Context: an optimization exercise on an open-source flow, tuned for small area, a short achievable clock period and few clock cycles. The choices shown serve that exercise and are no tape-out recipe. At most, simulation tests tie the RTL to the original design; equivalence was not proved. Only the layout flow was run in runs 5 to 7; the RTL was not checked for function there. No activity file was given, so power comes from the tool's default toggle rates.

==> design/flow/design.v <==
module simple_cpu (
    input clk,
    input rst_n,
    input instr_valid,
    input [15:0] instr,
    output instr_ready,
    input [7:0] mem_rdata,
    input mem_ready,
    output reg mem_req,
    output reg mem_we,
    output reg [7:0] mem_addr,
    output reg [7:0] mem_wdata,
    output reg done,
    output reg [3:0] flags   
);
  localparam IDLE = 3'd0;
  localparam DECODE = 3'd1;
  localparam EXEC = 3'd2;
  localparam MEM = 3'd3;
  localparam WB = 3'd4;
  reg [2:0] state, next_state;
  reg [15:0] instr_reg;
  reg [7:0] regfile[0:7];
  reg [7:0] alu_result;
  wire [3:0] opcode = instr_reg[15:12];
  wire [2:0] rd = instr_reg[11:9];
  wire [2:0] rs = instr_reg[7:5];
  wire [3:0] imm = instr_reg[3:0];
  integer i;
  assign instr_ready = (state == IDLE);
  always @(posedge clk or negedge rst_n) begin
    if (!rst_n) begin
      state <= IDLE;
    end else begin
      state <= next_state;
    end
  end
  always @(*) begin
    next_state = state;
    case (state)
      IDLE: begin
        if (instr_valid) next_state = DECODE;
      end
      DECODE: begin
        next_state = EXEC;
      end
      EXEC: begin
        if (opcode == 4'h9 || opcode == 4'hA) begin
          next_state = MEM;
        end else if (opcode >= 4'h1 && opcode <= 4'h8) begin
          next_state = WB;
        end else begin
          next_state = IDLE;
        end
      end
      MEM: begin
        if (mem_ready) next_state = IDLE;
      end
      WB: begin
        next_state = IDLE;
      end
      default: next_state = IDLE;
    endcase
  end
  always @(posedge clk or negedge rst_n) begin
    if (!rst_n) begin
      instr_reg <= 16'h0;
      done <= 1'b0;
      mem_req <= 1'b0;
      mem_we <= 1'b0;
      mem_addr <= 8'h0;
      mem_wdata <= 8'h0;
      flags <= 4'b0;
      alu_result <= 8'h0;
      for (i = 0; i < 8; i = i + 1) begin
        regfile[i] <= 8'h0;
      end
    end else begin
      case (state)
        IDLE: begin
          mem_req <= 1'b0;
          mem_we <= 1'b0;
          if (instr_valid) begin
            instr_reg   <= instr;
          end
        end
        DECODE: begin
        end
        EXEC: begin
          case (opcode)
            4'h0: begin   
            end
            4'h1: begin   
              alu_result <= regfile[rd] + regfile[rs];
            end
            4'h2: begin   
              alu_result <= regfile[rd] - regfile[rs];
            end
            4'h3: begin   
              alu_result <= regfile[rd] & regfile[rs];
            end
            4'h4: begin   
              alu_result <= regfile[rd] | regfile[rs];
            end
            4'h5: begin   
              alu_result <= regfile[rd] ^ regfile[rs];
            end
            4'h6: begin   
              alu_result <= regfile[rd] + imm;
            end
            4'h7: begin   
              alu_result <= regfile[rd] << imm;
            end
            4'h8: begin   
              alu_result <= regfile[rd] >> imm;
            end
            4'h9: begin   
              mem_addr <= regfile[rs] + imm;
              mem_req  <= 1'b1;
              mem_we   <= 1'b0;
            end
            4'hA: begin   
              mem_addr <= regfile[rs] + imm;
              mem_wdata <= regfile[rd];
              mem_req <= 1'b1;
              mem_we <= 1'b1;
            end
            4'hB, 4'hC: begin   
            end
            4'hF: begin   
              done <= 1'b1;
            end
            default: begin
            end
          endcase
        end
        MEM: begin
          if (mem_ready) begin
            mem_req <= 1'b0;
            mem_we  <= 1'b0;
            if (opcode == 4'h9) begin
              regfile[rd] <= mem_rdata;
            end
          end
        end
        WB: begin
          regfile[rd] <= alu_result;
          flags[3]    <= (alu_result == 8'h0);   
          flags[2]    <= alu_result[7];   
          flags[1]    <= 1'b0;   
          flags[0]    <= 1'b0;   
        end
      endcase
    end
  end
endmodule
==> design/flow/run.sh <==
#!/bin/bash
# synth_recipe.tcl (not shown) runs the flow's synth.tcl, then flattens the netlist and writes it again
# the make line also repeats each setting of config.mk as NAME=value (left out here)
make -C /OpenROAD-flow-scripts/flow DESIGN_CONFIG=/design/flow/config.mk WORK_HOME=/design/flow/orfs CLKGATE_MAP_FILE= SYNTH_SCRIPT=/design/flow/synth_recipe.tcl finish
==> design/flow/config.mk <==
export PLATFORM = sky130hd
export DESIGN_NAME = simple_cpu
export DESIGN_NICKNAME = simple_cpu
export VERILOG_FILES = /design/flow/design.v
export SDC_FILE = /design/flow/constraint.sdc
export NUM_CORES = 4
export LEC_CHECK = 0
export CAP_MARGIN = 20
export CORE_MARGIN = 2
export CORE_UTILIZATION = 40
export SLEW_MARGIN = 20
==> design/flow/constraint.sdc <==
create_clock -name core_clock -period 5.0 [get_ports {clk}]
set_input_delay 1.0000 -clock core_clock [delete_from_list [all_inputs] [get_ports {clk}]]
set_output_delay 1.0000 -clock core_clock [all_outputs]
set_load 0.01 [all_outputs]
==> flow_metrics.env, run 1 <==
export IMPL_worst_path_dominant_cell_family="compound AO/OA/AOI/OAI gates"
export IMPL_grt_max_degree=43
export IMPL_status="finished clean"
export IMPL_syn_area_per_cell_sq_um=8.80
export IMPL_start_kind="flop"
export IMPL_leakage_nw=3.49
export IMPL_p_int_mw=3.19
export IMPL_p_sw_mw=2.99
export IMPL_seqPwrFrac_pct=28.5
export IMPL_dieArea_sq_mm=0.0187
export IMPL_cp_max_fo=13
export IMPL_yosysMostFrequentCell="dfrtp_1"
export IMPL_drt_wl_total_um=21100
export IMPL_synth_edf_count=0
export IMPL_final_nets=897
export IMPL_grtUsageTotal_pct=23.9
export IMPL_cts_tree="yes"
export IMPL_clock_latency_ps=360
export IMPL_path_cells="mux4_2 -> and2_1 -> o22ai_1 -> ha_1 -> nand2_1 -> nor2_1 -> nor3_1 -> a21oi_1 -> o22ai_1 -> ha_1 -> nand3_1 -> o2111ai_1 -> a21o_1 -> a21oi_1 -> xnor2_1 -> xnor2_1 -> nor3_1 -> o41ai_1"
export IMPL_fp_dieH_um=137
export IMPL_drtIter0Drc=543
export IMPL_maxSlewViolCount=0
export IMPL_dr_pass1_iters=6
export IMPL_cts_hold_buf=0
export IMPL_cts_root_buf="clkbuf_16"
export IMPL_required_ps=5230
export IMPL_fmax_mhz=226
export IMPL_core_area_sq_mm=0.0173
export IMPL_row_count=48
export IMPL_finalCriticalPeriod_ps=4420
export IMPL_arrival_ps=4650
export IMPL_clkSinkCount=110
export IMPL_setup_violations_final=0
export IMPL_ys_async_sr_fraction_pct=100
export IMPL_ys_top_cells_by_count="dfrtp_1 (110), nand2_1 (96), o21ai_0 (83)"
export IMPL_drive_gt1_share_pct=9.12
export IMPL_numCtsBuffers=9
export IMPL_setup_slack_ps=582
export IMPL_start_util_pct=40.8
export IMPL_grt_pass1_vias=5752
export IMPL_largest_reg_flops=64
export IMPL_ir_drop_mv=0.362
export IMPL_htreeDepth=3
export IMPL_insertedDiodeCount=0
export IMPL_max_slew_worst_pin_slew_ps=1060
export IMPL_wl_per_cell_um=19.7
export IMPL_fin_tns_setup_ps=0
export IMPL_clk_pin_slew_worst_paths_ps=80
export IMPL_vias=6157
export IMPL_cts_max_path_buffers=2
export IMPL_n_fill_cell=1735
export IMPL_crit_buf_inv=0
export IMPL_grt_pass1_wl_um=33600
export IMPL_powerDensity_mw_per_mm2=764
export IMPL_rsz0062_at_grt="false"
export IMPL_die_w_um=137
export IMPL_grt_antenna_before_repair=0
export IMPL_grt_overflow_total=0
export IMPL_max_stage_delay_ps=620
export IMPL_dp_hpwl_um=15300
export IMPL_clock_power_share_pct=11.1
export IMPL_maxCapViolations=0
export IMPL_synth_top_area_share_pct=39.0
export IMPL_place_congestion=0.965
export IMPL_worst_setup_path_type="reg2reg"
export IMPL_postCtsSetupBuffers=0
export IMPL_fin_skew_ps=8.04
export IMPL_relSlewSlack_pct=28.7
export IMPL_synth_cell_types=67
export IMPL_endpoint_kind="flop"
export IMPL_post_route_period_util_pct=88.4
export IMPL_io_buffers=47
export IMPL_dp_slack_ps=639
export IMPL_synthTopCellsByArea="dfrtp_1 (39%), o21ai_0 (5.9%), mux2i_1 (5.7%)"
export IMPL_synth_cells=803
export IMPL_viasPerCell=5.76
export IMPL_post_cts_resized=0
export IMPL_synth_seq_area_share_pct=39.0
export IMPL_syn_cell_area_sq_mm=0.00707
export IMPL_drc=0
export IMPL_yosys_warnings=2
export IMPL_yosys_area_top_type="dfrtp_1"
export IMPL_hold_class="reg2reg"
export IMPL_reg2reg_setup_slack_ps=580
export IMPL_hold_violations=0
export IMPL_io_pins=52
export IMPL_synth_seq_cells=110
export IMPL_comb_power_share_pct=60.4
export IMPL_area_growth_syn_to_layout_pct=14.5
export IMPL_antenna_left=0
export IMPL_worst_path_max_delay_cell="dfrtp_1"
export IMPL_power_switching_share_pct=48.4
export IMPL_ys_flop_type="dfrtp_1"
-- area by class of cell --
type / instances / area (sq um) / share of cell area (%)
Timing Repair Buffer: 76 / 698 / 8.63
Multi-Input combinational cell: 610 / 3960 / 49.0
Tap cell: 225 / 282 / 3.48
Clock buffer: 9 / 225 / 2.78
Inverter: 32 / 120 / 1.48
Sequential cell: 110 / 2750 / 34.0
Clock inverter: 7 / 48.8 / 0.603
-- metrics by stage --
step	instance area [sq um]	instances	total power, mW	util, %	hold WS [ps]
6_report	8090	1069	6.18	46.8	470
5_1_grt	8090	1069	6.70	46.8	482
4_1_cts	8090	1069	6.15	46.8	472
3_5_place_dp	7820	1053	5.43	45.2	456
3_3_place_gp	7820	1053	5.41	45.2	452
2_1_floorplan	7070	804	4.18	-	458
-- per-layer routing --
metal,wire (um),track usage [%]
met2,8960,33.7
met5,0,0
met4,479,7.33
met1,9950,36.8
met3,1710,4.26
-- path summary, 6_finish.rpt --
path                         startpoint            end  depth (start not counted)
min in group asynchronous         rst_n  regfile[5][6]                          1
min                                done           done                          1
max reg2reg                instr_reg[5]  alu_result[7]                         18
min reg2reg                        done           done                          1
max                        instr_reg[5]  alu_result[7]                         18
max in group asynchronous         rst_n       state[1]                          2
-- logic make-up after synthesis --
kind of cell / after synthesis / share of synthesized area (%)
compound gates: 239 / 21.0
xor+xnor: 13 / 1.61
fa+ha+maj: 30 / 5.53
buf+inv: 84 / 5.06
flops: 110 / 39.0
mux: 62 / 9.97
other cells: 1 / 0.0531
simple gates: 264 / 17.8
-- worst reg2reg max path, cell delays in order, from the launching register on --
cell	delay [ps]
dfrtp_1	620
mux4_2	550
and2_1	160
o22ai_1	430
ha_1	260
nand2_1	90
nor2_1	170
nor3_1	60
a21oi_1	130
o22ai_1	100
ha_1	370
nand3_1	90
o2111ai_1	270
a21o_1	160
a21oi_1	70
xnor2_1	260
xnor2_1	160
nor3_1	60
o41ai_1	290
-- power by group through the flow --
stage	sequential (mW)	combinational [mW]	clock, mW
after floorplan	1.50	2.68	0
after global placement	1.76	3.65	0
after detailed placement	1.77	3.67	0
after CTS	1.75	3.69	0.705
after global routing	1.83	4.13	0.741
final	1.76	3.73	0.687
-- placed cells by master (no fill, tap or decap), types with 3 or more instances in the layout --
| master | instances |
|---|---|
| a22oi_1 | 9 |
| mux2i_1 | 40 |
| nor2_1 | 68 |
| nor2b_1 | 12 |
| nor4_1 | 3 |
| xnor2_1 | 11 |
| nand3_1 | 14 |
| a21o_1 | 7 |
| o2bb2ai_1 | 4 |
| nand2b_1 | 16 |
| o22a_1 | 3 |
| a211o_1 | 5 |
| o21ai_0 | 83 |
| mux2_2 | 17 |
| nor3b_1 | 6 |
| nand4b_1 | 3 |
| a221oi_1 | 6 |
| o22ai_1 | 10 |
| a21oi_1 | 57 |
| nor3_1 | 15 |
| clkinv_2 | 4 |
| ha_1 | 28 |
| buf_4 | 29 |
| a211oi_1 | 9 |
| or3_1 | 6 |
| dfrtp_1 | 110 |
| o2111ai_1 | 3 |
| o21a_1 | 3 |
| clkdlybuf4s50_1 | 46 |
| clkbuf_16 | 9 |
| o221ai_1 | 4 |
| inv_1 | 30 |
| mux4_2 | 5 |
| nand3b_1 | 8 |
| o211ai_1 | 7 |
| and2_1 | 8 |
| o21ai_1 | 3 |
| nand2_1 | 96 |
| a31oi_1 | 4 |
Testbench counts, summed over its fixed seeds: cycles 18,612.
==> run 2, diff against run 1 <==
==> design/flow/design.v (replaced) <==
module simple_cpu (
    input clk,
    input rst_n,
    input instr_valid,
    input [15:0] instr,
    output instr_ready,
    input [7:0] mem_rdata,
    input mem_ready,
    output mem_req,
    output mem_we,
    output [7:0] mem_addr,
    output [7:0] mem_wdata,
    output reg done,
    output reg [3:0] flags   
);
  reg [7:0] regfile[0:7];
  reg x_alu;   
  reg x_ld;   
  reg x_st;   
  reg [2:0] x_rd;
  reg [3:0] x_op;
  reg [3:0] x_imm;
  reg [7:0] opa;   
  reg [7:0] opb;   
  integer i;
  wire m_pend = x_ld | x_st;
  assign instr_ready = ~m_pend | mem_ready;
  wire accept = instr_valid & instr_ready;
  assign mem_req = m_pend;
  assign mem_we = x_st;
  assign mem_addr = opb + {4'h0, x_imm};
  assign mem_wdata = opa;
  reg [7:0] alu_res;
  always @(*) begin
    case (x_op)
      4'h1: alu_res = opa + opb;
      4'h2: alu_res = opa - opb;
      4'h3: alu_res = opa & opb;
      4'h4: alu_res = opa | opb;
      4'h5: alu_res = opa ^ opb;
      4'h6: alu_res = opa + opb;
      4'h7: alu_res = opa << opb[3:0];
      4'h8: alu_res = opa >> opb[3:0];
      default: alu_res = 8'h00;
    endcase
  end
  wire wr_en = x_alu | (x_ld & mem_ready);
  wire [7:0] wr_val = x_ld ? mem_rdata : alu_res;
  wire [3:0] i_op = instr[15:12];
  wire [2:0] i_rd = instr[11:9];
  wire [2:0] i_rs = instr[7:5];
  wire [3:0] i_imm = instr[3:0];
  wire i_alu = (i_op >= 4'h1) && (i_op <= 4'h8);
  wire i_immop = (i_op == 4'h6) || (i_op == 4'h7) || (i_op == 4'h8);
  wire fwd_a = (x_alu | x_ld) && (x_rd == i_rd);
  wire fwd_b = (x_alu | x_ld) && (x_rd == i_rs);
  always @(posedge clk) begin
    if (instr_ready) begin
      x_rd  <= i_rd;
      x_op  <= i_op;
      x_imm <= i_imm;
      opa   <= fwd_a ? wr_val : regfile[i_rd];
      opb   <= i_immop ? {4'h0, i_imm} : (fwd_b ? wr_val : regfile[i_rs]);
    end
  end
  always @(posedge clk or negedge rst_n) begin
    if (!rst_n) begin
      x_alu <= 1'b0;
      x_ld <= 1'b0;
      x_st <= 1'b0;
      done <= 1'b0;
      flags <= 4'b0;
      for (i = 0; i < 8; i = i + 1) regfile[i] <= 8'h0;
    end else begin
      if (instr_ready) begin
        x_alu <= accept & i_alu;
        x_ld  <= accept & (i_op == 4'h9);
        x_st  <= accept & (i_op == 4'hA);
      end
      if (accept && i_op == 4'hF) done <= 1'b1;
      if (wr_en) regfile[x_rd] <= wr_val;
      if (x_alu) begin
        flags[3] <= (alu_res == 8'h0);
        flags[2] <= alu_res[7];
      end
    end
  end
endmodule
--- a/design/flow/config.mk
+++ b/design/flow/config.mk
@@ -6,6 +6,8 @@
 export NUM_CORES = 4
 export LEC_CHECK = 0
+export ABC_AREA = 1
 export CAP_MARGIN = 20
 export CORE_MARGIN = 2
 export CORE_UTILIZATION = 40
+export SETUP_SLACK_MARGIN = 2.6
 export SLEW_MARGIN = 20
==> flow_metrics.env, run 2 <==
export IMPL_start_util_pct=41.0
export IMPL_endpoint_kind="output port"
export IMPL_grt_pass1_vias=6300
export IMPL_synth_edf_count=27
export IMPL_area_growth_syn_to_layout_pct=36.9
export IMPL_dp_slack_ps=1120
export IMPL_syn_cell_area_sq_mm=0.00652
export IMPL_numCtsBuffers=9
export IMPL_drive_gt1_share_pct=28.2
export IMPL_fin_tns_setup_ps=0
export IMPL_clock_latency_ps=350
export IMPL_ys_flop_type="dfrtp_1"
export IMPL_synth_compound_area_share_pct=18.3
export IMPL_grtUsageTotal_pct=25.3
export IMPL_fp_dieH_um=132
export IMPL_ir_drop_mv=0.267
export IMPL_post_route_period_util_pct=58.1
export IMPL_largest_register="regfile"
export IMPL_grt_max_degree=27
export IMPL_leakage_nw=4.04
export IMPL_drc=0
export IMPL_status="finished clean"
export IMPL_setup_slack_ps=2100
export IMPL_insertedDiodeCount=0
export IMPL_clock_power_share_pct=20.5
export IMPL_worst_setup_path_type="reg2out"
export IMPL_synthAdderAreaFrac_pct=6.18
export IMPL_fmax_mhz=344
export IMPL_drtIter0Drc=528
export IMPL_p_sw_mw=1.45
export IMPL_synthTopCellsByArea="dfrtp_1 (27%), nand2_1 (14%), edfxtp_1 (12%)"
export IMPL_cts_hold_buf=0
export IMPL_power_switching_share_pct=39.7
export IMPL_final_nets=1068
export IMPL_max_slew_worst_pin_slew_ps=740
export IMPL_yosys_warnings=2
export IMPL_grt_pass1_wl_um=34300
export IMPL_yosys_area_top_type="dfrtp_1"
export IMPL_place_congestion=0.956
export IMPL_hold_class="reg2reg"
export IMPL_grt_antenna_before_repair=0
export IMPL_seqPwrFrac_pct=32.6
export IMPL_io_buffers=47
export IMPL_r2r_start="opb[0]"
export IMPL_dieArea_sq_mm=0.0173
export IMPL_ys_top_cells_by_count="nand2_1 (249), inv_1 (118), o21ai_0 (91)"
export IMPL_relSlewSlack_pct=50.6
export IMPL_p_int_mw=2.19
export IMPL_grt_overflow_total=0
export IMPL_cts_root_buf="clkbuf_16"
export IMPL_die_w_um=132
export IMPL_cts_tree="yes"
export IMPL_clk_pin_slew_worst_paths_ps=70
export IMPL_hold_violations=0
export IMPL_synth_top_family_by_area="simple AND/OR/NAND/NOR gates"
export IMPL_synth_cells=891
export IMPL_synth_seq_cells=97
export IMPL_core_area_sq_mm=0.0159
export IMPL_final_cell_mix="nand2_1 (231), inv_1 (105), dfrtp_1 (69), nor2_1 (61), o21ai_2 (55)"
export IMPL_maxCapViolations=0
export IMPL_min_from="done"
export IMPL_io_pins=52
export IMPL_cp_max_fo=2
export IMPL_comb_power_share_pct=46.9
export IMPL_fin_skew_ps=8.92
export IMPL_htreeDepth=3
export IMPL_maxSlewViolCount=0
export IMPL_powerDensity_mw_per_mm2=408
export IMPL_startpoint="opb[1]"
export IMPL_ys_async_sr_fraction_pct=72.2
export IMPL_r2r_end="regfile[1][7]"
export IMPL_hold_end="done"
export IMPL_viasPerCell=5.41
export IMPL_required_ps=4000
export IMPL_synth_top_area_share_pct=26.9
export IMPL_synth_xor_area_share_pct=1.88
export IMPL_cts_max_path_buffers=2
export IMPL_wl_per_cell_um=17.9
export IMPL_synth_area_mux_share_pct=0
export IMPL_setup_violations_final=0
export IMPL_finalCriticalPeriod_ps=2900
export IMPL_arrival_ps=1900
export IMPL_row_count=46
export IMPL_final_common_cell="nand2_1"
export IMPL_start_kind="flop"
export IMPL_largest_reg_flops=64
export IMPL_synth_seq_area_share_pct=39.3
export IMPL_dp_hpwl_um=15100
export IMPL_vias=6655
export IMPL_rsz0062_at_grt="true"
export IMPL_drt_wl_total_um=22000
export IMPL_yosysMostFrequentCell="nand2_1"
export IMPL_antenna_left=0
export IMPL_whs_path_depth=1
export IMPL_dr_pass1_iters=5
export IMPL_synthSimpleGateAreaFrac_pct=25.9
export IMPL_reg2reg_setup_slack_ps=2130
export IMPL_reg2regPathDepth=19
export IMPL_syn_area_per_cell_sq_um=7.31
export IMPL_clkSinkCount=97
export IMPL_synth_cell_types=47
## run 2: worst max-delay path by stage
stage / end / slack, ps
2_1_floorplan: opb[7] / 2290
3_3_place_gp: instr_ready / 1150
3_5_place_dp: instr_ready / 1120
4_1_cts: mem_addr[7] / 2050
5_1_grt: regfile[3][7] / 1930
6_report: mem_addr[5] / 2100
## run 2: power groups by stage
stage	Sequential, mW	Combinational [mW]	Clock (mW)
finish	1.19	1.71	0.747
detailed placement	1.23	1.15	0
CTS	1.18	1.59	0.757
global placement	1.23	1.13	0
global route	1.21	1.86	0.789
floorplan	1.17	0.782	0
## run 2: repair_timing
action                                  in CTS  in global routing
buffers inserted                            61                 14
pin swaps                                   56                 48
endpoints found under the setup margin     102                 85
cloned                                       2                  0
resized for setup                          238                 59
## run 2: cell families (layout without fill, tap and decap cells)
kind of cell / after synthesis / after routing
xor gates and xnor gates: 14 / 14
AOI/OAI and AO/OA: 199 / 199
buffers and inverters: 141 / 263
DFF: 97 / 97
and+or+nand+nor: 408 / 408
adders and majority gates: 31 / 31
other: 1 / 2
## run 2: final cells by class
| cell class | instances | area (sq um) |
|---|---|---|
| clock buffer | 11 | 264 |
| clock inverter | 5 | 57.6 |
| fill | 1520 | 6960 |
| inverter | 121 | 483 |
| multi-input combinational | 654 | 4140 |
| sequential | 97 | 2560 |
| tap | 216 | 270 |
| timing repair buffer | 124 | 1130 |
| timing repair inverter | 2 | 13.8 |
## run 2: layer usage
layer	global-route usage (%)	part of all wire (%)
met1	31.6	41
met3	3.67	4.6
met5	0	0
met2	43.5	50
met4	11.5	4.0
## run 2: worst max-delay path, cell delays in order, from the launching register on
cell and delay (ps):
edfxtp_1 440, buf_6 160, ha_4 250, nand3_2 50, nand2_2 80, a21oi_2 60
nor2_2 110, buf_4 120, xor2_1 130, buf_2 150
## run 2: metrics by stage
stage,hold slack (ps),instances,area [sq um],total power [mW],util (%)
after floorplan,453,892,6680,1.95,-
after global placement,458,1137,7330,2.37,46.1
after detailed placement,467,1137,7330,2.38,46.1
after CTS,483,1216,8670,3.53,54.6
after global routing,494,1230,8920,3.86,56.2
final,477,1230,8920,3.64,56.2
Testbench counts of run 2, summed over its fixed seeds: cycles 4,872.
==> run 3, diff against run 2 <==
--- a/design/flow/config.mk
+++ b/design/flow/config.mk
@@ -6,5 +6,5 @@
 export NUM_CORES = 4
 export LEC_CHECK = 0
-export ABC_AREA = 1
+export ABC_CLOCK_PERIOD_IN_PS = 2400
 export CAP_MARGIN = 20
 export CORE_MARGIN = 2
==> flow_metrics.env, run 3 <==
export IMPL_status="finished clean"
export IMPL_cts_max_path_buffers=2
export IMPL_area_growth_syn_to_layout_pct=32.9
export IMPL_critPathCapture="opb[4]"
export IMPL_drtIter0Drc=521
export IMPL_ir_drop_mv=0.236
export IMPL_final_cell_mix="nand2_1 (86), dfrtp_1 (70), buf_4 (61), mux2_2 (39)"
export IMPL_insertedDiodeCount=0
export IMPL_ys_async_sr_fraction_pct=72.2
export IMPL_ys_top_cells_by_count="nand2_1 (92), dfrtp_1 (70), o21ai_0 (65)"
export IMPL_largest_reg_flops=64
export IMPL_p_total_mw=4.47
export IMPL_cts_tree="yes"
export IMPL_place_congestion=0.895
export IMPL_grt_antenna_before_repair=0
export IMPL_grt_pass1_vias=5857
export IMPL_drive_gt1_share_pct=35.6
export IMPL_hold_class="reg2reg"
export IMPL_grtUsageTotal_pct=24.1
export IMPL_fp_dieH_um=134
export IMPL_post_route_period_util_pct=67.9
export IMPL_final_nets=851
export IMPL_fin_tns_setup_ps=0
export IMPL_synth_cell_types=80
export IMPL_clk_pin_slew_worst_paths_ps=70
export IMPL_htreeDepth=3
export IMPL_grt_pass1_wl_um=32800
export IMPL_synth_cells=682
export IMPL_cts_root_buf="clkbuf_16"
export IMPL_m1WireLength_um=8610
export IMPL_antenna_left=0
export IMPL_cts_hold_buf=0
export IMPL_instances_no_fill=1017
export IMPL_fmax_mhz=295
export IMPL_max_stage_delay_ps=490
export IMPL_dr_pass1_iters=5
export IMPL_viasPerCell=5.92
export IMPL_reg2reg_setup_slack_ps=1610
export IMPL_yosys_area_top_type="dfrtp_1"
export IMPL_worst_setup_path_type="reg2reg"
export IMPL_start_util_pct=40.8
export IMPL_hold_violations=0
export IMPL_drc=0
export IMPL_largest_register="regfile"
export IMPL_wl_per_cell_um=21.0
export IMPL_syn_cell_area_sq_mm=0.00674
export IMPL_maxUsedRoutingLayer="met4"
export IMPL_clock_latency_ps=350
export IMPL_holdWs_ps=499
export IMPL_endpoint_kind="flop"
export IMPL_setup_slack_ps=1610
export IMPL_start_kind="flop"
export IMPL_powerDensity_mw_per_mm2=499
export IMPL_grt_max_degree=57
export IMPL_rsz0062_at_grt="true"
export IMPL_finalCriticalPeriod_ps=3390
export IMPL_dieArea_sq_mm=0.0179
export IMPL_io_buffers=47
export IMPL_vias=6016
export IMPL_grt_overflow_total=0
export IMPL_max_slew_worst_pin_slew_ps=912
export IMPL_required_ps=5060
export IMPL_drt_wl_total_um=21300
export IMPL_met3WireLength_um=1040
export IMPL_dp_slack_ps=1060
export IMPL_r2r_start="x_op[3]"
export IMPL_yosys_warnings=2
export IMPL_fin_skew_ps=7.57
export IMPL_relSlewSlack_pct=39.1
export IMPL_ys_flop_type="dfrtp_1"
export IMPL_clkSinkCount=97
export IMPL_synth_seq_cells=97
export IMPL_io_pins=52
export IMPL_path_cells="nor4bb_4 -> or2_4 -> mux2_4 -> fa_2 -> a211oi_2 -> nor2_1 -> xor2_1 -> a211o_1 -> mux2_4 -> nor2_4 -> a211oi_2"
export IMPL_dp_cells=917
export IMPL_worst_path_max_delay_cell="edfxtp_1"
export IMPL_maxCapViolations=0
export IMPL_cp_max_fo=5
export IMPL_synth_seq_area_share_pct=38.0
export IMPL_core_area_sq_mm=0.0165
export IMPL_arrival_ps=3460
export IMPL_startpoint="x_op[3]"
export IMPL_leakage_nw=3.89
export IMPL_row_count=47
export IMPL_synthTopCellsByArea="dfrtp_1 (26%), edfxtp_1 (12%), mux2_2 (7.9%)"
export IMPL_die_w_um=134
export IMPL_dp_hpwl_um=13800
export IMPL_reg2regPathDepth=11
export IMPL_setup_violations_final=0
export IMPL_maxSlewViolCount=0
export IMPL_dr_wl_met2_um=10800
export IMPL_r2r_end="opb[4]"
export IMPL_yosysMostFrequentCell="nand2_1"
export IMPL_numCtsBuffers=9
export IMPL_synth_top_area_share_pct=26.0
export IMPL_final_common_cell="nand2_1"
export IMPL_syn_area_per_cell_sq_um=9.88
export IMPL_synth_edf_count=27
[run 3: cell types whose count changed in the layout (fill, tap and decap cells not counted), sizes merged, moves of 10 or more]
cell | previous run | this run
nand3 | 59 | 19
buf | 89 | 101
a21oi | 38 | 25
nand2 | 251 | 92
o21ai | 104 | 65
mux4 | 0 | 15
nor2 | 78 | 34
inv | 117 | 26
nand2b | 0 | 10
o22ai | 18 | 3
mux2 | 0 | 50
xnor2 | 3 | 17
mux2i | 0 | 25
[run 3: kinds of logic (layout without fill, tap and decap cells)]
logic type / Yosys count / count (layout) / synth area share (%)
DFF: 97 / 97 / 38.0
other: 1 / 2 / 0.0557
and+or+nand+nor: 202 / 203 / 14.5
adders and majority gates: 31 / 31 / 5.98
AOI/OAI and AO/OA: 166 / 166 / 16.8
buffers and inverters: 72 / 183 / 4.51
muxes: 88 / 90 / 16.9
xor gates and xnor gates: 25 / 25 / 3.25
[run 3: power breakdown]
part           internal (mW)  total, mW  switching, mW
Clock                  0.401      0.692          0.292
Sequential              1.11       1.36          0.251
Combinational           1.22       2.41           1.19
Total                   2.74       4.47           1.73
[run 3: worst min path at each step]
stage	start	end	slack, ps	depth (start not counted)
final	regfile[1][0]	regfile[1][0]	500	2
after CTS	regfile[1][2]	regfile[1][2]	500	2
after floorplan	regfile[2][4]	regfile[2][4]	460	2
after global placement	done	done	470	1
after detailed placement	regfile[1][2]	regfile[1][2]	490	2
after global routing	regfile[1][2]	regfile[1][2]	530	2
[run 3: area by class of cell]
type	count	area, sq um
Clock buffer	11	243
Clock inverter	5	53.8
Fill cell	1441	7580
Inverter	30	131
Multi-Input combinational cell	517	4440
Sequential cell	97	2560
Tap cell	220	275
Timing Repair Buffer	137	1240
[run 3: per-stage QoR]
step / utilization (%) / instance area, sq um
final: 54.2 / 8950
after global routing: 54.2 / 8950
after CTS: 52.2 / 8620
after detailed placement: 45.6 / 7530
after global placement: 45.6 / 7530
after floorplan: - / 6950
[run 3: per-layer routing]
metal | GRT usage, % | vias up
met5 | 0 | -
met4 | 10.6 | 0
met2 | 41.6 | 236
met3 | 3.39 | 60
met1 | 30.2 | 2977
li1 | - | 2743
[run 3: timing repair]
action,4_1_cts,5_1_grt
endpoints found under the setup margin,100,91
gates cloned,4,0
setup buffers,63,17
gates resized for setup,141,60
pin swaps,27,30
[run 3: worst max-delay path: cells and delay by family (launching register included)]
family | cells | cell delay, ps
DFF | 1 | 490
muxes | 2 | 670
xor gates and xnor gates | 1 | 140
AOI/OAI and AO/OA | 3 | 660
and+or+nand+nor | 4 | 770
adders and majority gates | 1 | 360
==> run 4, diff against run 3 <==
--- a/design/flow/config.mk
+++ b/design/flow/config.mk
@@ -6,8 +6,6 @@
 export NUM_CORES = 4
 export LEC_CHECK = 0
-export ABC_CLOCK_PERIOD_IN_PS = 2400
 export CAP_MARGIN = 20
 export CORE_MARGIN = 2
 export CORE_UTILIZATION = 40
-export SETUP_SLACK_MARGIN = 2.6
 export SLEW_MARGIN = 20
==> flow_metrics.env, run 4 <==
export IMPL_status="finished clean"
export IMPL_grt_pass1_vias=5635
export IMPL_grt_max_degree=54
export IMPL_postCtsSetupBuffers=0
export IMPL_core_area_sq_mm=0.0165
export IMPL_synth_cells=682
export IMPL_setup_slack_ps=890
export IMPL_reg2reg_setup_slack_ps=890
export IMPL_clk_pin_slew_worst_paths_ps=70
export IMPL_io_buffers=47
export IMPL_leakage_nw=3.20
export IMPL_grt_antenna_before_repair=0
export IMPL_seqPwrFrac_pct=38.2
export IMPL_synth_top_area_share_pct=26.0
export IMPL_n_fill_cell=1598
export IMPL_largest_register="regfile"
export IMPL_insertedDiodeCount=0
export IMPL_ys_flop_type="dfrtp_1"
export IMPL_endpoint_kind="flop"
export IMPL_p_total_mw=3.74
export IMPL_setup_violations_final=0
export IMPL_numCtsBuffers=9
export IMPL_finalCriticalPeriod_ps=4110
export IMPL_dp_slack_ps=932
export IMPL_dp_hpwl_um=13900
export IMPL_synth_seq_cells=97
export IMPL_yosysMostFrequentCell="nand2_1"
export IMPL_fin_skew_ps=9.25
export IMPL_required_ps=5050
export IMPL_dr_pass1_iters=5
export IMPL_ys_async_sr_fraction_pct=72.2
export IMPL_synth_seq_area_share_pct=38.0
export IMPL_drt_wl_total_um=19400
export IMPL_hold_violations=0
export IMPL_drc=0
export IMPL_holdWs_ps=490
export IMPL_grt_overflow_total=0
export IMPL_cp_max_fo=22
export IMPL_antenna_left=0
export IMPL_relSlewSlack_pct=37.1
export IMPL_maxCapViolations=0
export IMPL_utilization_pct=46.4
export IMPL_die_w_um=134
export IMPL_cts_max_path_buffers=2
export IMPL_place_congestion=0.896
export IMPL_final_cell_mix="nand2_1 (92), dfrtp_1 (70), o21ai_0 (65), mux2_2 (47), clkdlybuf4s50_1 (46)"
export IMPL_post_route_period_util_pct=82.2
export IMPL_synth_edf_count=27
export IMPL_yosys_area_top_type="dfrtp_1"
export IMPL_area_growth_syn_to_layout_pct=13.9
export IMPL_synthTopCellsByArea="dfrtp_1 (26%), edfxtp_1 (12%), mux2_2 (7.9%)"
export IMPL_arrival_ps=4160
export IMPL_largest_reg_flops=64
export IMPL_r2r_start="x_op[0]"
export IMPL_ys_top_cells_by_count="nand2_1 (92), dfrtp_1 (70), o21ai_0 (65)"
export IMPL_vias=5543
export IMPL_row_count=47
export IMPL_final_common_cell="nand2_1"
export IMPL_r2r_end="opb[4]"
export IMPL_fmax_mhz=243
export IMPL_startpoint="x_op[0]"
export IMPL_wl_per_cell_um=20.7
export IMPL_rsz0062_at_grt="false"
export IMPL_synth_cell_types=80
export IMPL_powerDensity_mw_per_mm2=487
export IMPL_worst_setup_path_type="reg2reg"
export IMPL_start_util_pct=40.8
export IMPL_clock_latency_ps=340
export IMPL_yosys_warnings=2
export IMPL_viasPerCell=5.91
export IMPL_start_kind="flop"
export IMPL_clock_power_share_pct=17.1
export IMPL_io_pins=52
export IMPL_grtUsageTotal_pct=22.4
export IMPL_p_sw_mw=1.47
export IMPL_maxSlewViolCount=0
export IMPL_clkSinkCount=97
export IMPL_max_slew_worst_pin_slew_ps=934
export IMPL_htreeDepth=3
export IMPL_cts_hold_buf=0
export IMPL_final_nets=772
export IMPL_post_cts_resized=0
export IMPL_dieArea_sq_mm=0.0179
export IMPL_fin_tns_setup_ps=0
export IMPL_cts_root_buf="clkbuf_16"
export IMPL_drive_gt1_share_pct=15.0
export IMPL_syn_area_per_cell_sq_um=9.88
export IMPL_p_int_mw=2.27
export IMPL_critPathCapture="opb[4]"
export IMPL_hold_class="reg2reg"
export IMPL_fp_dieH_um=134
export IMPL_power_switching_share_pct=39.2
export IMPL_grt_pass1_wl_um=30900
export IMPL_ir_drop_mv=0.217
export IMPL_syn_cell_area_sq_mm=0.00674
export IMPL_reg2regPathDepth=11
export IMPL_comb_power_share_pct=44.7
export IMPL_cts_tree="yes"
export IMPL_drtIter0Drc=430
[run 4: cell counts after synthesis]
Identical to the previous run, type by type.
[run 4: final cells by class]
cell class	count	area, sq um	share of cell area [%]
multi-input combinational	514	3880	50.6
timing repair buffer	61	571	7.44
inverter	30	113	1.47
sequential	97	2560	33.4
tap	220	275	3.59
clock inverter	6	42.5	0.555
clock buffer	10	229	2.98
[run 4: worst min-delay path by stage]
stage                     to          start  cells past startpoint  slack, ps
2_1_floorplan  regfile[2][4]  regfile[2][4]                      2        460
3_3_place_gp            done           done                      1        470
3_5_place_dp   regfile[1][0]  regfile[1][0]                      2        480
4_1_cts        regfile[1][0]  regfile[1][0]                      2        500
5_1_grt                 done           done                      1        500
6_report                done           done                      1        490
[run 4: power groups by stage]
stage               sequential [mW]  combinational (mW)  clock (mW)
floorplan                      1.32                1.19           0
CTS                            1.42                1.67       0.654
global route                   1.46                1.85       0.686
finish                         1.43                1.67       0.640
detailed placement             1.43                1.66           0
global placement               1.41                1.62           0
[run 4: cells by family after synthesis]
| kind of cell | count (synthesis) | share of synthesized area, % |
|---|---|---|
| simple gates | 202 | 14.5 |
| compound gates | 166 | 16.8 |
| flops | 97 | 38.0 |
| mux | 88 | 16.9 |
| buf+inv | 72 | 4.51 |
| fa+ha+maj | 31 | 5.98 |
| xor+xnor | 25 | 3.25 |
| other cells | 1 | 0.0557 |
[run 4: per-stage QoR]
step,cell area [sq um],instances
after global routing,7670,938
after floorplan,6740,683
after global placement,7400,922
after detailed placement,7400,922
after CTS,7670,938
final,7670,938
[run 4: critical path, stage by stage, from the launching register on]
cell and delay, ps:
edfxtp_1 680, nor4bb_1 620, or2_2 280, mux2_2 370, fa_1 400, a211oi_1 320, nor2_1 100, xor2_1 160
a211o_1 340, mux2_4 340, nor2_1 120, a211oi_1 80
[run 4: routing by layer]
| metal | vias up | share of wire, % | GRT usage (%) |
|---|---|---|---|
| met5 | - | 0 | 0 |
| met4 | 0 | 3.4 | 9.34 |
| met3 | 47 | 5.6 | 3.77 |
| met2 | 208 | 50 | 38.4 |
| met1 | 2716 | 41 | 27.9 |
| li1 | 2572 | - | - |
==> run 5, diff against run 4 <==
==> design/flow/design.v (replaced) <==
module simple_cpu (
    input clk,
    input rst_n,
    input instr_valid,
    input [15:0] instr,
    output instr_ready,
    input [7:0] mem_rdata,
    input mem_ready,
    output mem_req,
    output mem_we,
    output [7:0] mem_addr,
    output [7:0] mem_wdata,
    output reg done,
    output reg [3:0] flags   
);
  reg [7:0] regfile[0:7];
  reg x_alu;   
  reg x_ld;   
  reg x_st;   
  reg [2:0] x_rd;
  reg [2:0] x_rs;
  reg [3:0] x_imm;
  reg c_add, c_sub, c_and, c_or, c_xor, c_shl, c_shr;
  reg [7:0] opa;   
  reg [7:0] opb;   
  integer i;
  wire m_pend = x_ld | x_st;
  wire stall = m_pend & ~mem_ready;
  assign instr_ready = ~stall;
  wire accept = instr_valid & instr_ready;
  assign mem_req = m_pend;
  assign mem_we = x_st;
  assign mem_addr = opb + {4'h0, x_imm};
  assign mem_wdata = opa;
  wire [7:0] sum = opa + (opb ^ {8{c_sub}}) + {7'h0, c_sub};
  wire [7:0] shl = opa << opb[2:0];
  wire [7:0] shr = opa >> opb[2:0];
  wire [7:0] alu_res = ({8{c_add}} & sum) | ({8{c_and}} & (opa & opb)) |
                       ({8{c_or}} & (opa | opb)) | ({8{c_xor}} & (opa ^ opb)) |
                       ({8{c_shl}} & shl) | ({8{c_shr}} & shr);
  wire wr_en = x_alu | (x_ld & mem_ready);
  wire [7:0] wr_val = x_ld ? mem_rdata : alu_res;
  wire [3:0] i_op = instr[15:12];
  wire [2:0] i_rd = instr[11:9];
  wire [2:0] i_rs = instr[7:5];
  wire [3:0] i_imm = instr[3:0];
  wire i_alu = (i_op >= 4'h1) && (i_op <= 4'h8);
  wire i_immop = (i_op == 4'h6) || (i_op == 4'h7) || (i_op == 4'h8);
  wire [2:0] ra = stall ? x_rd : i_rd;
  wire [2:0] rb = stall ? x_rs : i_rs;
  wire fwd_a = wr_en && (x_rd == i_rd);
  wire fwd_b = wr_en && (x_rd == i_rs);
  always @(posedge clk) begin
    c_add <= (i_op == 4'h1) || (i_op == 4'h2) || (i_op == 4'h6);
    c_sub <= (i_op == 4'h2);
    c_and <= (i_op == 4'h3);
    c_or  <= (i_op == 4'h4);
    c_xor <= (i_op == 4'h5);
    c_shl <= (i_op == 4'h7) && !i_imm[3];
    c_shr <= (i_op == 4'h8) && !i_imm[3];
    opa   <= fwd_a ? wr_val : regfile[ra];
    opb   <= (i_immop && !stall) ? {4'h0, i_imm} : (fwd_b ? wr_val : regfile[rb]);
    if (instr_ready) begin
      x_rd  <= i_rd;
      x_rs  <= i_rs;
      x_imm <= i_imm;
    end
  end
  always @(posedge clk or negedge rst_n) begin
    if (!rst_n) begin
      x_alu <= 1'b0;
      x_ld <= 1'b0;
      x_st <= 1'b0;
      done <= 1'b0;
      flags <= 4'b0;
      for (i = 0; i < 8; i = i + 1) regfile[i] <= 8'h0;
    end else begin
      x_alu <= accept & i_alu;
      if (instr_ready) begin
        x_ld <= instr_valid & (i_op == 4'h9);
        x_st <= instr_valid & (i_op == 4'hA);
      end
      if (accept && i_op == 4'hF) done <= 1'b1;
      if (wr_en) regfile[x_rd] <= wr_val;
      if (x_alu) begin
        flags[3] <= (alu_res == 8'h0);
        flags[2] <= alu_res[7];
      end
    end
  end
endmodule
--- a/design/flow/config.mk
+++ b/design/flow/config.mk
@@ -6,6 +6,8 @@
 export NUM_CORES = 4
 export LEC_CHECK = 0
+export ABC_AREA = 1
 export CAP_MARGIN = 20
 export CORE_MARGIN = 2
 export CORE_UTILIZATION = 40
+export SETUP_SLACK_MARGIN = 2.8
 export SLEW_MARGIN = 20
==> flow_metrics.env, run 5 <==
export IMPL_drt_wl_total_um=25600
export IMPL_wl_per_cell_um=18.4
export IMPL_grt_max_degree=71
export IMPL_drc=0
export IMPL_reg2regPathDepth=16
export IMPL_max_slew_worst_pin_slew_ps=908
export IMPL_yosysMostFrequentCell="nand2_1"
export IMPL_powerDensity_mw_per_mm2=325
export IMPL_maxSlewViolCount=0
export IMPL_worst_setup_path_type="reg2out"
export IMPL_grtUsageTotal_pct=25.8
export IMPL_synthSimpleGateAreaFrac_pct=37.8
export IMPL_dp_cells=1279
export IMPL_largest_reg_flops=64
export IMPL_r2r_end="regfile[7][1]"
export IMPL_finalCriticalPeriod_ps=2880
export IMPL_setup_violations_final=0
export IMPL_path_cells="ha_4 -> inv_2 -> fa_2 -> o21ai_2 -> buf_4 -> xor2_1 -> buf_2"
export IMPL_htreeDepth=3
export IMPL_post_route_period_util_pct=57.6
export IMPL_cp_max_fo=2
export IMPL_syn_area_per_cell_sq_um=6.83
export IMPL_grt_pass1_vias=6764
export IMPL_synth_top_family_by_area="simple AND/OR/NAND/NOR gates"
export IMPL_crit_buf_inv=3
export IMPL_place_congestion=0.953
export IMPL_p_total_mw=3.18
export IMPL_final_common_cell="nand2_1"
export IMPL_worst_path_dominant_cell_family="adder cells"
export IMPL_worst_path_max_delay_cell="dfxtp_4"
export IMPL_drive_gt1_share_pct=27.9
export IMPL_dieArea_sq_mm=0.0190
export IMPL_synth_cell_types=47
export IMPL_grt_pass1_wl_um=37100
export IMPL_yosys_area_top_type="dfrtp_1"
export IMPL_arrival_ps=1880
export IMPL_area_growth_syn_to_layout_pct=36.5
export IMPL_start_util_pct=41.1
export IMPL_maxCapViolations=0
export IMPL_start_kind="flop"
export IMPL_endpoint_kind="output port"
export IMPL_synth_cells=1047
export IMPL_clkSinkCount=103
export IMPL_synth_seq_area_share_pct=34.3
export IMPL_ir_drop_mv=0.281
export IMPL_instances_no_fill=1389
export IMPL_syn_cell_area_sq_mm=0.00715
export IMPL_synth_area_mux_share_pct=0
export IMPL_dr_pass1_iters=6
export IMPL_reg2reg_setup_slack_ps=2550
export IMPL_fp_dieH_um=138
export IMPL_io_buffers=47
export IMPL_synth_top_area_share_pct=24.5
export IMPL_rsz0062_at_grt="true"
export IMPL_vias=7833
export IMPL_utilization_pct=56.1
export IMPL_synth_seq_cells=103
export IMPL_fin_skew_ps=10.3
export IMPL_synthAdderAreaFrac_pct=5.46
export IMPL_synth_compound_area_share_pct=10.6
export IMPL_relSlewSlack_pct=39.5
export IMPL_synth_xor_area_share_pct=1.71
export IMPL_fmax_mhz=347
export IMPL_die_w_um=138
export IMPL_cts_tree="yes"
export IMPL_ys_async_sr_fraction_pct=68.0
export IMPL_final_cell_mix="nand2_1 (266), inv_1 (92), nand3_1 (83), nor2_1 (72), dfrtp_1 (70)"
export IMPL_core_area_sq_mm=0.0174
export IMPL_clock_latency_ps=360
export IMPL_insertedDiodeCount=0
export IMPL_max_stage_delay_ps=390
export IMPL_dp_hpwl_um=15500
export IMPL_hold_class="reg2reg"
export IMPL_yosys_warnings=2
export IMPL_cts_hold_buf=0
export IMPL_ys_top_cells_by_count="nand2_1 (301), inv_1 (110), nand3_1 (106)"
export IMPL_startpoint="opb[0]"
export IMPL_largest_register="regfile"
export IMPL_cts_max_path_buffers=2
export IMPL_row_count=48
export IMPL_hold_violations=0
export IMPL_status="finished clean"
export IMPL_grt_antenna_before_repair=0
export IMPL_grt_overflow_total=0
export IMPL_synthTopCellsByArea="dfrtp_1 (24%), nand2_1 (16%), dfxtp_1 (8.1%)"
export IMPL_clk_pin_slew_worst_paths_ps=70
export IMPL_synth_edf_count=4
export IMPL_cts_root_buf="clkbuf_16"
export IMPL_io_pins=52
export IMPL_leakage_nw=4.64
export IMPL_numCtsBuffers=9
export IMPL_viasPerCell=5.64
export IMPL_critPathCapture="mem_addr[4]"
export IMPL_fin_tns_setup_ps=0
export IMPL_ys_flop_type="dfrtp_1"
export IMPL_drtIter0Drc=845
export IMPL_final_nets=1217
export IMPL_r2r_start="opb[0]"
export IMPL_worst_path_stages=7
export IMPL_antenna_left=0
export IMPL_required_ps=4000
-- run 5: cell count changes after synthesis, moves of 17 or more --
cell,previous run,this run
dfxtp_1,0,29
nand4_1,2,64
nor2_1,34,92
inv_1,28,110
o21ai_0,65,82
edfxtp_1,27,4
nand3_1,19,106
mux2i_1,25,0
nand2_1,92,301
mux2_2,47,0
-- run 5: per-layer routing --
metal	track usage, %	vias to the layer above	wire (um)
met1	32.7	3622	10000
li1	-	3689	-
met3	3.27	98	1900
met5	0	-	0
met4	10.7	0	1240
met2	44.3	424	12400
-- run 5: final cells by class --
type                       instances  area (sq um)
tap                              225           282
fill                            1620          7650
multi-input combinational        795          4920
timing repair inverter             1          8.76
timing repair buffer             133          1290
sequential                       103          2500
clock inverter                     7          53.8
inverter                         116           485
clock buffer                       9           225
-- run 5: kinds of logic after synthesis --
family	Yosys count
AOI/OAI and AO/OA	133
xor gates and xnor gates	14
adders and majority gates	30
buffers and inverters	164
DFF	103
other	1
and+or+nand+nor	602
-- run 5: worst min-delay path by stage --
stage / from / cells past startpoint / slack (ps) / to
after floorplan: regfile[0][0] / 2 / 450 / regfile[0][0]
after global placement: done / 2 / 460 / done
after detailed placement: regfile[2][2] / 2 / 470 / regfile[2][2]
after CTS: flags[3] / 2 / 490 / flags[3]
after global routing: regfile[7][2] / 2 / 520 / regfile[7][2]
final: flags[3] / 2 / 480 / flags[3]
-- run 5: power breakdown --
part           switching [mW]  total [mW]  internal [mW]
clock                   0.330       0.673          0.342
combinational           0.741        1.26          0.523
sequential              0.217        1.24           1.02
total                    1.29        3.18           1.89
-- run 5: worst min-delay path, cell delays in order, from the launching register on --
cell     delay [ps]
dfrtp_1         340
nand2_1          50
nand2_1          60
-- run 5: timing repair --
item	in CTS	in global routing
resized for setup	164	196
gates cloned	9	8
pin swaps	30	82
setup buffers	44	33
endpoints found under the setup margin	111	88
-- run 5: metrics by stage --
step                hold slack, ps  worst slack (ps)  area, sq um
detailed placement             473              1260         7740
finish                         483              2120         9760
floorplan                      453              2560         7240
CTS                            490              2100         8810
global route                   522              2020         9760
global placement               455              1260         7740
==> run 6, diff against run 5 <==
--- a/design/flow/config.mk
+++ b/design/flow/config.mk
@@ -7,4 +7,5 @@
 export LEC_CHECK = 0
 export ABC_AREA = 1
+export ABC_CLOCK_PERIOD_IN_PS = 2000
 export CAP_MARGIN = 20
 export CORE_MARGIN = 2
==> flow_metrics.env, run 6 <==
export IMPL_yosys_warnings=2
export IMPL_setup_slack_ps=2120
export IMPL_yosysMostFrequentCell="nand2_1"
export IMPL_drtIter0Drc=845
export IMPL_leakage_nw=4.64
export IMPL_drc=0
export IMPL_yosys_area_top_type="dfrtp_1"
export IMPL_syn_area_per_cell_sq_um=6.83
export IMPL_cts_max_path_buffers=2
export IMPL_viasPerCell=5.64
export IMPL_fin_skew_ps=10.3
export IMPL_required_ps=4000
export IMPL_drive_gt1_share_pct=27.9
export IMPL_hold_class="reg2reg"
export IMPL_ys_top_cells_by_count="nand2_1 (301), inv_1 (110), nand3_1 (106)"
export IMPL_synth_xor_area_share_pct=1.71
export IMPL_ir_drop_mv=0.281
export IMPL_grt_overflow_total=0
export IMPL_ys_flop_type="dfrtp_1"
export IMPL_endpoint_kind="output port"
export IMPL_io_pins=52
export IMPL_synth_top_area_share_pct=24.5
export IMPL_grt_pass1_wl_um=37100
export IMPL_synth_seq_cells=103
export IMPL_synthAdderAreaFrac_pct=5.46
export IMPL_status="finished clean"
export IMPL_setup_violations_final=0
export IMPL_maxCapViolations=0
export IMPL_maxSlewViolCount=0
export IMPL_clk_pin_slew_worst_paths_ps=70
export IMPL_synth_seq_area_share_pct=34.3
export IMPL_core_area_sq_mm=0.0174
export IMPL_clock_latency_ps=360
export IMPL_ys_async_sr_fraction_pct=68.0
export IMPL_dieArea_sq_mm=0.0190
export IMPL_max_slew_worst_pin_slew_ps=908
export IMPL_dp_hpwl_um=15500
export IMPL_worst_setup_path_type="reg2out"
export IMPL_io_buffers=47
export IMPL_reg2reg_setup_slack_ps=2550
export IMPL_arrival_ps=1880
export IMPL_vias=7833
export IMPL_synth_top_family_by_area="simple AND/OR/NAND/NOR gates"
export IMPL_htreeDepth=3
export IMPL_area_growth_syn_to_layout_pct=36.5
export IMPL_relSlewSlack_pct=39.5
export IMPL_place_congestion=0.953
export IMPL_finalCriticalPeriod_ps=2880
export IMPL_synth_area_mux_share_pct=0
export IMPL_grt_pass1_vias=6764
export IMPL_synth_cell_types=47
export IMPL_cts_hold_buf=0
export IMPL_final_cell_mix="nand2_1 (266), inv_1 (92), nand3_1 (83), nor2_1 (72), dfrtp_1 (70)"
export IMPL_insertedDiodeCount=0
export IMPL_grtUsageTotal_pct=25.8
export IMPL_synth_edf_count=4
export IMPL_fp_dieH_um=138
export IMPL_dp_slack_ps=1260
export IMPL_synth_compound_area_share_pct=10.6
export IMPL_drt_wl_total_um=25600
export IMPL_fin_tns_setup_ps=0
export IMPL_grt_antenna_before_repair=0
export IMPL_synthSimpleGateAreaFrac_pct=37.8
export IMPL_cp_max_fo=2
export IMPL_largest_reg_flops=64
export IMPL_numCtsBuffers=9
export IMPL_powerDensity_mw_per_mm2=325
export IMPL_die_w_um=138
export IMPL_wl_per_cell_um=18.4
export IMPL_largest_register="regfile"
export IMPL_synthTopCellsByArea="dfrtp_1 (24%), nand2_1 (16%), dfxtp_1 (8.1%)"
export IMPL_utilization_pct=56.1
export IMPL_dr_pass1_iters=6
export IMPL_grt_max_degree=71
export IMPL_post_route_period_util_pct=57.6
export IMPL_synth_cells=1047
export IMPL_antenna_left=0
export IMPL_start_kind="flop"
export IMPL_clkSinkCount=103
export IMPL_rsz0062_at_grt="true"
export IMPL_final_common_cell="nand2_1"
export IMPL_final_nets=1217
export IMPL_cts_tree="yes"
export IMPL_cts_root_buf="clkbuf_16"
export IMPL_fmax_mhz=347
export IMPL_start_util_pct=41.1
export IMPL_row_count=48
export IMPL_syn_cell_area_sq_mm=0.00715
export IMPL_hold_violations=0
## run 6: cell counts in the layout (fill, tap and decap cells not counted)
No cell type changed its count.
## run 6: layout make-up
class,instances,area (sq um)
fillers,1620,7650
multi-input cells,795,4920
flip-flops and latches,103,2500
repair buffers,133,1290
inverters,116,485
well taps,225,282
clock buffers,9,225
clock inverters,7,53.8
repair inverters,1,8.76
## run 6: critical path, stage by stage (launching register included)
cell     delay, ps
dfxtp_4        390
ha_4           150
inv_2           40
fa_2           390
o21ai_2        160
buf_4          130
xor2_1         130
buf_2          140
## run 6: path summary, 6_finish.rpt
path	startpoint	endpoint	depth (start not counted)
min in group asynchronous	rst_n	regfile[2][2]	1
max in group asynchronous	rst_n	regfile[5][7]	1
hold / removal	flags[3]	flags[3]	2
setup reg to reg	opb[0]	regfile[7][1]	16
hold reg to reg	flags[3]	flags[3]	2
setup / recovery	opb[0]	mem_addr[4]	7
## run 6: timing repair
action | CTS | global route
endpoints found under the hold margin | 0 | 0
pin swaps | 30 | 82
setup buffers | 44 | 33
endpoints found under the setup margin | 111 | 88
gates resized for setup | 164 | 196
gates cloned | 9 | 8
## run 6: cells by family (layout without fill, tap and decap cells)
logic type | after synthesis | count (layout)
adder cells (fa/ha/maj) | 30 | 30
XOR/XNOR | 14 | 14
other | 1 | 2
AO/OA/AOI/OAI | 133 | 139
buffers and inverters | 164 | 266
flip-flops | 103 | 103
AND/OR/NAND/NOR | 602 | 610
## run 6: per-layer routing
layer	vias up	GRT usage, %	share of wire, %
met5	-	0	0
met4	0	10.7	4.9
met3	98	3.27	7.4
met2	424	44.3	49
met1	3622	32.7	39
li1	3689	-	-
## run 6: power breakdown
group          switching, mW  internal [mW]  leakage, nW
Clock                  0.330          0.342        0.130
Combinational          0.741          0.523         3.29
Sequential             0.217           1.02         1.22
## run 6: through the flow
stage          instances  total power [mW]  hold WS (ps)  area [sq um]
2_1_floorplan       1048              1.81           453          7240
3_5_place_dp        1279              2.15           473          7740
6_report            1389              3.18           483          9760
3_3_place_gp        1279              2.14           455          7740
4_1_cts             1348              2.94           490          8810
5_1_grt             1389              3.37           522          9760
==> run 7, diff against run 6 <==
--- a/design/flow/design.v
+++ b/design/flow/design.v
@@ -7,7 +7,7 @@
     input [7:0] mem_rdata,
     input mem_ready,
-    output mem_req,
-    output mem_we,
-    output [7:0] mem_addr,
+    output reg mem_req,
+    output reg mem_we,
+    output reg [7:0] mem_addr,
     output [7:0] mem_wdata,
     output reg done,
@@ -16,6 +16,5 @@
   reg [7:0] regfile[0:7];
   reg x_alu;   
-  reg x_ld;   
-  reg x_st;   
+  reg x_fix;   
   reg [2:0] x_rd;
   reg [2:0] x_rs;
@@ -25,12 +24,10 @@
   reg [7:0] opb;   
   integer i;
-  wire m_pend = x_ld | x_st;
-  wire stall = m_pend & ~mem_ready;
+  wire x_ld = mem_req & ~mem_we;
+  wire stall = x_fix | (mem_req & ~mem_ready);
   assign instr_ready = ~stall;
   wire accept = instr_valid & instr_ready;
-  assign mem_req = m_pend;
-  assign mem_we = x_st;
-  assign mem_addr = opb + {4'h0, x_imm};
   assign mem_wdata = opa;
+  wire ld_done = x_ld & mem_ready;
   wire [7:0] sum = opa + (opb ^ {8{c_sub}}) + {7'h0, c_sub};
   wire [7:0] shl = opa << opb[2:0];
@@ -39,6 +36,6 @@
                        ({8{c_or}} & (opa | opb)) | ({8{c_xor}} & (opa ^ opb)) |
                        ({8{c_shl}} & shl) | ({8{c_shr}} & shr);
-  wire wr_en = x_alu | (x_ld & mem_ready);
-  wire [7:0] wr_val = x_ld ? mem_rdata : alu_res;
+  wire [7:0] wr_val = ({8{x_alu}} & alu_res) | ({8{x_ld}} & mem_rdata);
+  wire wr_en = x_alu | ld_done;
   wire [3:0] i_op = instr[15:12];
   wire [2:0] i_rd = instr[11:9];
@@ -46,7 +43,10 @@
   wire [3:0] i_imm = instr[3:0];
   wire i_alu = (i_op >= 4'h1) && (i_op <= 4'h8);
+  wire i_mem = (i_op == 4'h9) || (i_op == 4'hA);
   wire i_immop = (i_op == 4'h6) || (i_op == 4'h7) || (i_op == 4'h8);
   wire [2:0] ra = stall ? x_rd : i_rd;
   wire [2:0] rb = stall ? x_rs : i_rs;
+  wire [3:0] ri = stall ? x_imm : i_imm;
+  wire [7:0] rf_b = regfile[rb];
   wire fwd_a = wr_en && (x_rd == i_rd);
   wire fwd_b = wr_en && (x_rd == i_rs);
@@ -60,9 +60,11 @@
     c_shr <= (i_op == 4'h8) && !i_imm[3];
     opa   <= fwd_a ? wr_val : regfile[ra];
-    opb   <= (i_immop && !stall) ? {4'h0, i_imm} : (fwd_b ? wr_val : regfile[rb]);
+    opb   <= (i_immop && !stall) ? {4'h0, i_imm} : (fwd_b ? wr_val : rf_b);
+    mem_addr <= rf_b + {4'h0, ri};
     if (instr_ready) begin
       x_rd  <= i_rd;
       x_rs  <= i_rs;
       x_imm <= i_imm;
+      mem_we <= (i_op == 4'hA);
     end
   end
@@ -70,6 +72,6 @@
     if (!rst_n) begin
       x_alu <= 1'b0;
-      x_ld <= 1'b0;
-      x_st <= 1'b0;
+      x_fix <= 1'b0;
+      mem_req <= 1'b0;
       done <= 1'b0;
       flags <= 4'b0;
@@ -77,7 +79,10 @@
     end else begin
       x_alu <= accept & i_alu;
-      if (instr_ready) begin
-        x_ld <= instr_valid & (i_op == 4'h9);
-        x_st <= instr_valid & (i_op == 4'hA);
+      if (x_fix) begin
+        x_fix <= 1'b0;
+        mem_req <= 1'b1;
+      end else if (instr_ready) begin
+        x_fix <= accept & i_mem & fwd_b;
+        mem_req <= accept & i_mem & ~fwd_b;
       end
       if (accept && i_op == 4'hF) done <= 1'b1;
--- a/design/flow/config.mk
+++ b/design/flow/config.mk
@@ -7,8 +7,7 @@
 export LEC_CHECK = 0
 export ABC_AREA = 1
-export ABC_CLOCK_PERIOD_IN_PS = 2000
 export CAP_MARGIN = 20
 export CORE_MARGIN = 2
 export CORE_UTILIZATION = 40
-export SETUP_SLACK_MARGIN = 2.8
+export SETUP_SLACK_MARGIN = 2.5
 export SLEW_MARGIN = 20
==> flow_metrics.env, run 7 <==
export IMPL_vias=6979
export IMPL_area_growth_syn_to_layout_pct=33.1
export IMPL_worst_path_max_delay_cell="fa_2"
export IMPL_core_area_sq_mm=0.0172
export IMPL_start_kind="primary input"
export IMPL_die_w_um=136
export IMPL_syn_area_per_cell_sq_um=7.25
export IMPL_synth_top_area_share_pct=24.9
export IMPL_status="finished clean"
export IMPL_fin_skew_ps=11.1
export IMPL_drt_wl_total_um=23300
export IMPL_yosys_warnings=2
export IMPL_startpoint="mem_ready"
export IMPL_grt_overflow_total=0
export IMPL_rsz0062_at_grt="true"
export IMPL_cts_tree="yes"
export IMPL_dr_pass1_iters=7
export IMPL_path_cells="buf_12 -> inv_12 -> nand2_8 -> nand3_1 -> nand2_8 -> nand3_4 -> o22ai_1 -> nor2_1 -> nand2_1 -> nand2_2 -> inv_2 -> ha_4 -> fa_2 -> a31oi_4 -> nor2_2 -> nand3b_1 -> nand2_1"
export IMPL_synth_cells=968
export IMPL_n_fill_cell=1623
export IMPL_synth_cell_types=58
export IMPL_antenna_left=0
export IMPL_dp_slack_ps=609
export IMPL_synthTopCellsByArea="dfrtp_1 (25%), nand2_1 (14%), dfxtp_1 (12%)"
export IMPL_setup_slack_ps=2110
export IMPL_hold_class="reg2reg"
export IMPL_hold_violations=0
export IMPL_m1WireLength_um=10900
export IMPL_finalCriticalPeriod_ps=2890
export IMPL_yosysMostFrequentCell="nand2_1"
export IMPL_fmax_mhz=346
export IMPL_ys_async_sr_fraction_pct=62.5
export IMPL_final_common_cell="nand2_1"
export IMPL_maxCapViolations=0
export IMPL_dr_wl_met2_um=10400
export IMPL_reg2regPathDepth=17
export IMPL_drive_gt1_share_pct=21.9
export IMPL_max_stage_delay_ps=370
export IMPL_relSlewSlack_pct=36.1
export IMPL_arrival_ps=3160
export IMPL_syn_cell_area_sq_mm=0.00702
export IMPL_maxSlewViolCount=0
export IMPL_synth_seq_cells=112
export IMPL_place_congestion=0.915
export IMPL_r2r_end="mem_addr[6]"
export IMPL_final_cell_mix="nand2_1 (238), inv_1 (113), nor2_1 (84), o21ai_0 (71), dfrtp_1 (69)"
export IMPL_synth_edf_count=1
export IMPL_io_buffers=47
export IMPL_wl_per_cell_um=17.9
export IMPL_yosys_area_top_type="dfrtp_1"
export IMPL_leakage_nw=4.21
export IMPL_grt_pass1_vias=6417
export IMPL_required_ps=5270
export IMPL_ir_drop_mv=0.223
export IMPL_r2r_start="mem_req"
export IMPL_synth_seq_area_share_pct=37.1
export IMPL_cts_max_path_buffers=2
export IMPL_final_nets=1134
export IMPL_viasPerCell=5.34
export IMPL_endpoint_kind="flop"
export IMPL_grt_antenna_before_repair=0
export IMPL_setup_violations_final=0
export IMPL_maxUsedRoutingLayer="met4"
export IMPL_start_util_pct=40.7
export IMPL_insertedDiodeCount=0
export IMPL_grt_max_degree=71
export IMPL_clock_latency_ps=370
export IMPL_critPathCapture="mem_addr[6]"
export IMPL_fp_dieH_um=136
export IMPL_dieArea_sq_mm=0.0186
export IMPL_max_slew_worst_pin_slew_ps=958
export IMPL_post_route_period_util_pct=57.8
export IMPL_numCtsBuffers=9
export IMPL_met3WireLength_um=1560
export IMPL_clkSinkCount=112
export IMPL_drc=0
export IMPL_clk_pin_slew_worst_paths_ps=80
export IMPL_dp_hpwl_um=15500
export IMPL_row_count=48
export IMPL_cts_hold_buf=0
export IMPL_cp_max_fo=12
export IMPL_io_pins=52
export IMPL_ys_flop_type="dfrtp_1"
export IMPL_largest_register="regfile"
export IMPL_drtIter0Drc=734
export IMPL_ys_top_cells_by_count="nand2_1 (261), inv_1 (124), nor2_1 (86)"
export IMPL_reg2reg_setup_slack_ps=2330
export IMPL_grt_pass1_wl_um=35400
export IMPL_grtUsageTotal_pct=25.1
export IMPL_htreeDepth=3
export IMPL_fin_tns_setup_ps=0
export IMPL_largest_reg_flops=64
export IMPL_cts_root_buf="clkbuf_16"
export IMPL_powerDensity_mw_per_mm2=402
export IMPL_worst_setup_path_type="in2reg"
run 7: cell types whose count changed after synthesis, moves of 7 or more:
cell | previous run | this run
buf_2 | 16 | 7
dfxtp_1 | 29 | 41
inv_1 | 110 | 124
nand4_1 | 64 | 19
o21ai_1 | 6 | 13
a21oi_1 | 26 | 34
or2_2 | 10 | 1
o22ai_1 | 2 | 31
nand3_1 | 106 | 31
o211ai_1 | 1 | 11
nand2_1 | 301 | 261
run 7: layout make-up:
type / count / area (sq um) / share of cell area, %
clock buffer: 12 / 289 / 3.09
multi-input combinational: 698 / 4350 / 46.5
tap: 225 / 282 / 3.01
clock inverter: 4 / 30.0 / 0.321
inverter: 135 / 562 / 6.01
sequential: 112 / 2630 / 28.1
timing repair buffer: 120 / 1210 / 13.0
run 7: critical path: cells and delay by family:
kind,cells,cell delay [ps]
AO/OA/AOI/OAI,2,320
adder cells (fa/ha/maj),2,530
buffers and inverters,3,210
AND/OR/NAND/NOR,10,1090
run 7: per-stage QoR:
step | util (%) | cell area (sq um) | instances | total power [mW] | hold slack (ps)
3_5_place_dp | 45.1 | 7770 | 1216 | 2.72 | 450
2_1_floorplan | - | 7160 | 969 | 2.26 | 432
6_report | 54.2 | 9340 | 1306 | 3.75 | 459
5_1_grt | 54.2 | 9340 | 1306 | 4.02 | 495
3_3_place_gp | 45.0 | 7760 | 1215 | 2.71 | 444
4_1_cts | 51.3 | 8850 | 1278 | 3.63 | 467
run 7: per-layer routing:
| layer | global-route usage, % | vias up |
|---|---|---|
| li1 | - | 3385 |
| met1 | 37.2 | 3299 |
| met2 | 36.4 | 252 |
| met3 | 4.22 | 43 |
| met4 | 9.26 | 0 |
| met5 | 0 | - |
run 7: where the power goes:
group / leakage, nW / switching (mW) / internal, mW / total (mW)
combinational: 2.81 / 0.930 / 0.658 / 1.59
clock: 0.156 / 0.357 / 0.416 / 0.773
sequential: 1.24 / 0.209 / 1.19 / 1.39
run 7: worst min-delay path by stage:
stage / cells past startpoint / startpoint / endpoint / slack [ps]
detailed placement: 1 / done / done / 450
finish: 1 / done / done / 460
global route: 1 / done / done / 500
global placement: 1 / done / done / 440
floorplan: 2 / x_imm[0] / x_imm[0] / 430
CTS: 1 / done / done / 470
run 7: cell families after synthesis:
logic type | Yosys count | synth area share, %
AND/OR/NAND/NOR | 448 | 29.0
AO/OA/AOI/OAI | 201 | 16.9
buffers and inverters | 163 | 9.75
flip-flops | 112 | 37.1
adder cells (fa/ha/maj) | 30 | 5.56
XOR/XNOR | 13 | 1.62
other | 1 | 0.0534
run 7: timing repair:
action / in CTS / in global routing
setup buffers: 44 / 26
hold endpoints to repair: 0 / 0
setup endpoints to repair: 92 / 68
pin swaps: 46 / 39
gates resized for setup: 113 / 55
gates cloned: 2 / 2

what the ideal ports hide:
How much do the figures lean on ideal ports? The routed layouts below were timed once more, with nothing changed but the port constraints.
Step 1: set_driving_cell puts a clkbuf_16 on clk and a buf_2 on each other input, an assumption about the parent block.
Step 2 moves the port delays by t, midway between the first and last clock arrival at a register: inputs arrive t later, outputs are due t later. That takes back most of the time a late clock gives input paths.
a / b / c = ideal / step 1 / step 2; a / b = the first two.
run | shift t [ns] | slack for setup (ns) | worst register clock-pin slew, ns | worst data-port slew with drivers (ns)
run 1 | 0.397 | 0.582 / 0.582 / 0.582 | 0.08 / 0.08 | 0.04
run 2 | 0.386 | 2.096 / 2.056 / 2.128 | 0.07 / 0.07 | 0.07
run 3 | 0.388 | 1.607 / 1.607 / 1.607 | 0.07 / 0.07 | 0.04
run 4 | 0.378 | 0.890 / 0.890 / 0.890 | 0.07 / 0.07 | 0.04
run 5 | 0.400 | 2.122 / 2.078 / 2.148 | 0.08 / 0.08 | 0.05
run 6 | 0.400 | 2.122 / 2.078 / 2.148 | 0.08 / 0.08 | 0.05
run 7 | 0.402 | 2.108 / 2.088 / 1.685 | 0.08 / 0.08 | 0.06
After both steps setup and hold are still met in every run listed. The setup slack of run 7, which loses most, moves by -0.020 ns with the drivers and by -0.423 ns with both steps.
